This is an optimization exercise on Yosys and OpenROAD, whose aim is a short achievable clock period and few clock cycles, not a production implementation.
In this exercise RTL edits were held to simulation tests only and were not proved equivalent to the original.
Power figures rest on the tool's default switching activity, not on a simulated workload.

old:
// CPU
module CPU(
    input clk,
    input reset,
    input [31:0] idata,    
    output [31:0] iaddr,   
    input [31:0] drdata,   
    output [31:0] daddr,   
    output [31:0] dwdata,  
    output [3:0] we,       
    output [31:0] x31,
    output [31:0] pc
);
    reg  [29:0] pcf;                  
    reg  [29:0] pco;                  
    assign iaddr = {pco, 2'b00};
    assign pc    = {pco, 2'b00};
    reg  [7:0]  btb_v;
    reg  [6:0]  btb_tag [0:7];
    reg  [29:0] btb_tgt [0:7];
    reg  [1:0]  btb_ctr [0:7];
    wire [2:0]  f_idx = pcf[2:0];
    reg  [7:0]  f_match;
    integer k;
    always @* begin
        for (k = 0; k < 8; k = k + 1)
            f_match[k] = btb_v[k] & (f_idx == k) & (btb_tag[k] == pcf[9:3]);
    end
    reg  [7:0]  f_ctrhi;
    always @* begin
        for (k = 0; k < 8; k = k + 1)
            f_ctrhi[k] = btb_ctr[k][1];
    end
    wire [29:0] f_tgtr = btb_tgt[f_idx];
    wire [1:0]  f_ctr  = btb_ctr[f_idx];
    wire        f_hit  = |f_match;
    wire        f_take = |(f_match & f_ctrhi);
    wire [29:0] f_pc1  = pcf + 30'd1;
    wire [29:0] f_npc  = f_take ? f_tgtr : f_pc1;
    wire        stall;                
    wire        redir;                
    wire        taken;
    wire        sfb_kill;             
    wire [29:0] pc_seq = stall ? pcf : f_npc;
    wire [29:0] pc_t, pc_nt;
    wire [29:0] pc_next = taken ? pc_t : pc_nt;
    always @(posedge clk) begin
        if (reset) pcf <= 30'd0;
        else       pcf <= pc_next;
    end
    always @(posedge clk) pco <= pc_next & {30{~reset}};
    reg         dv;
    reg  [31:0] dir;
    reg  [29:0] dpc, dpnpc;
    reg         dhit, dtake;
    reg  [29:0] doff;                 
    wire [31:0] f_immB = {{19{idata[31]}}, idata[31], idata[7], idata[30:25], idata[11:8], 1'b0};
    wire [31:0] f_immJ = {{11{idata[31]}}, idata[31], idata[19:12], idata[20], idata[30:21], 1'b0};
    wire [31:0] f_off  = idata[2] ? f_immJ : f_immB;
    reg  [1:0]  dctr;
    reg  [31:1] d_oh1, d_oh2;
    reg  [31:1] f_oh1, f_oh2;
  ...
Size in the first run: ~7500 cells after synthesis, about 230 I/O pins.
Settings: LEC_CHECK=0, ABC_CLOCK_PERIOD_IN_PS=1000, CAP_MARGIN=20, CORE_MARGIN=2, CORE_UTILIZATION=55, PLACE_DENSITY=0.7, SLEW_MARGIN=20; clock period 10.0 ns.
standard.sh (not shown) runs the stock make flow with config.mk's settings and CLKGATE_MAP_FILE= SYNTH_SCRIPT=/design/flow/synth_recipe.tcl, a recipe that flattens the netlist after the stock synthesis.
==> flow/flow/run.sh <==
#!/bin/bash
# Standard ORFS layout (the standard.sh, unchanged synthesis), with repair_timing asked to
# keep a larger setup margin so that the achieved period, not just the 10 ns clock, is optimised.
set -euo pipefail
MARGIN=$(cat flow/margin.txt)
bash standard.sh SETUP_SLACK_MARGIN=$MARGIN finish > orfs_make.log 2>&1
==> flow/flow/margin.txt <==
6.6
old went all the way through synthesis, placement and routing and the layout is clean on timing, DRC and antenna.
Testbench counts of old, summed over its fixed seeds: cycles 463,259.
### old -> new
-- flow/design.v --
<<< old, line 58
    wire [31:0] f_off  = idata[2] ? f_immJ : f_immB;
    reg  [1:0]  dctr;
    reg  [31:1] d_oh1, d_oh2;
    reg  [31:1] f_oh1, f_oh2;
    integer q;
    always @* begin
        for (q = 1; q < 32; q = q + 1) begin
            f_oh1[q] = idata[19:15] == q;
            f_oh2[q] = idata[24:20] == q;
        end
    end
    always @(posedge clk) begin
        if (reset | redir) dv <= 1'b0;
>>> new, line 58
    wire [31:0] f_off  = idata[2] ? f_immJ : f_immB;
    reg  [1:0]  dctr;
    always @(posedge clk) begin
        if (reset | redir) dv <= 1'b0;
<<< old, line 78
            doff  <= f_off[31:2];
            dctr  <= f_ctr;
            d_oh1 <= f_oh1;
            d_oh2 <= f_oh2;
        end
    end
>>> new, line 69
            doff  <= f_off[31:2];
            dctr  <= f_ctr;
        end
    end
<<< old, line 125
    reg  [4:0]  wrd;
    reg  [31:0] wval;
    reg  [31:0] rf1, rf2;
    always @* begin
        rf1 = 32'd0;
        rf2 = 32'd0;
        for (q = 1; q < 32; q = q + 1) begin
            rf1 = rf1 | ({32{d_oh1[q]}} & rf[q]);
            rf2 = rf2 | ({32{d_oh2[q]}} & rf[q]);
        end
    end
    wire [31:0] d_rv1 = (wwen && wrd == d_rs1) ? wval : rf1;
    wire [31:0] d_rv2 = (wwen && wrd == d_rs2) ? wval : rf2;
>>> new, line 114
    reg  [4:0]  wrd;
    reg  [31:0] wval;
    wire [31:0] rf1 = (d_rs1 == 5'd0) ? 32'd0 : rf[d_rs1];
    wire [31:0] rf2 = (d_rs2 == 5'd0) ? 32'd0 : rf[d_rs2];
    wire [31:0] d_rv1 = (wwen && wrd == d_rs1) ? wval : rf1;
    wire [31:0] d_rv2 = (wwen && wrd == d_rs2) ? wval : rf2;
<<< old, line 142
    reg         es_add, es_sub, es_sll, es_slt, es_sltu, es_xor, es_srl, es_or, es_and, es_const, esra;
    reg  [29:0] epc1, etgt, epnpc;
    reg         eokt, eoknt;         
    reg  [9:0]  epcl;
    reg  [1:0]  ectr;
>>> new, line 124
    reg         es_add, es_sub, es_sll, es_slt, es_sltu, es_xor, es_srl, es_or, es_and, es_const, esra;
    reg  [29:0] epc1, etgt, epnpc;
    reg  [9:0]  epcl;
    reg  [1:0]  ectr;
<<< old, line 182
        epc1  <= d_pc1;
        etgt  <= d_tgt;
        eokt  <= dpnpc == d_tgt;
        eoknt <= dpnpc == d_pc1;
        epcl  <= dpc[9:0];
        ehit  <= dhit;
>>> new, line 163
        epc1  <= d_pc1;
        etgt  <= d_tgt;
        epcl  <= dpc[9:0];
        ehit  <= dhit;
<<< old, line 213
    wire b_lt  = $signed(A) < $signed(B);
    assign taken = (ef3[2] ? (ef3[1] ? b_ltu : b_lt) : b_eq) ^ ef3[0];
    wire e_okt  = eokt;
    wire e_oknt = eoknt;
    wire e_sfbk = esfb & e_oknt & dv & ~dtake;
    wire red_t  = ev & ebr & ~e_okt & ~e_sfbk;
>>> new, line 192
    wire b_lt  = $signed(A) < $signed(B);
    assign taken = (ef3[2] ? (ef3[1] ? b_ltu : b_lt) : b_eq) ^ ef3[0];
    wire e_okt  = epnpc == etgt;
    wire e_oknt = epnpc == epc1;
    wire e_sfbk = esfb & e_oknt & dv & ~dtake;
    wire red_t  = ev & ebr & ~e_okt & ~e_sfbk;
<<< old, line 222
    always @(posedge clk) begin
        jr_pend <= ~reset & ev & ejalr;
        if (ev & ejalr) jr_tgt <= e_add[31:2];
    end
    wire red_s  = jr_pend | (ev & ~ebr & (ejalr | (ejal ? ~e_okt : ~e_oknt)));
>>> new, line 201
    always @(posedge clk) begin
        jr_pend <= ~reset & ev & ejalr;
        jr_tgt  <= e_add[31:2];
    end
    wire red_s  = jr_pend | (ev & ~ebr & (ejalr | (ejal ? ~e_okt : ~e_oknt)));
==> comparison <==
- The sequential share of the synthesized area in new was lower than what old gave.
- Detail-routed net length per standard cell ended up 14% lower on new than on old.
- old has higher first-iteration DRC count than new.
- Number of detailed-route iterations in the first pass was lower in new than in old.
- Comparing new and old, final instance area is higher on new.
- new vs old: power consumption down
- Taking old as the reference point, the CTS buffer count of new rises by 1.
- Per the comparison of new with old, sequential share of layout area lost 2.7 points; wire length lost about 17%.
Testbench counts of new, summed over its fixed seeds: cycles 463,259.

## port drivers added, routing unchanged
The flow's constraints put no driver on any port. The routed layouts listed below were extracted and timed again, unchanged, in two steps.
Step 1 (the two cells are an assumption about what drives the block):
set clk [get_ports {clk}]
set_driving_cell -lib_cell sky130_fd_sc_hd__clkbuf_16 $clk
set_driving_cell -lib_cell sky130_fd_sc_hd__buf_2 [delete_from_list [all_inputs] $clk]
Step 2 moves the port delays by t, midway between the first and last clock arrival at a register: inputs arrive t later, outputs are due t later. That takes back most of the time a late clock gives input paths.
Three values: no drivers, after step 1, after step 2; two values: the first two.
run | t (ns) | slack for setup (ns) | clock arrival spread, ns
old | 0.970 | 6.288 / 6.288 / 5.692 | 0.075 / 0.074
new | 0.952 | 6.516 / 6.464 / 5.722 | 0.049 / 0.049
After both steps every run listed still meets setup and hold. For new, which loses most, drivers alone change the setup slack by -0.052 ns; drivers and shift together by -0.794 ns.
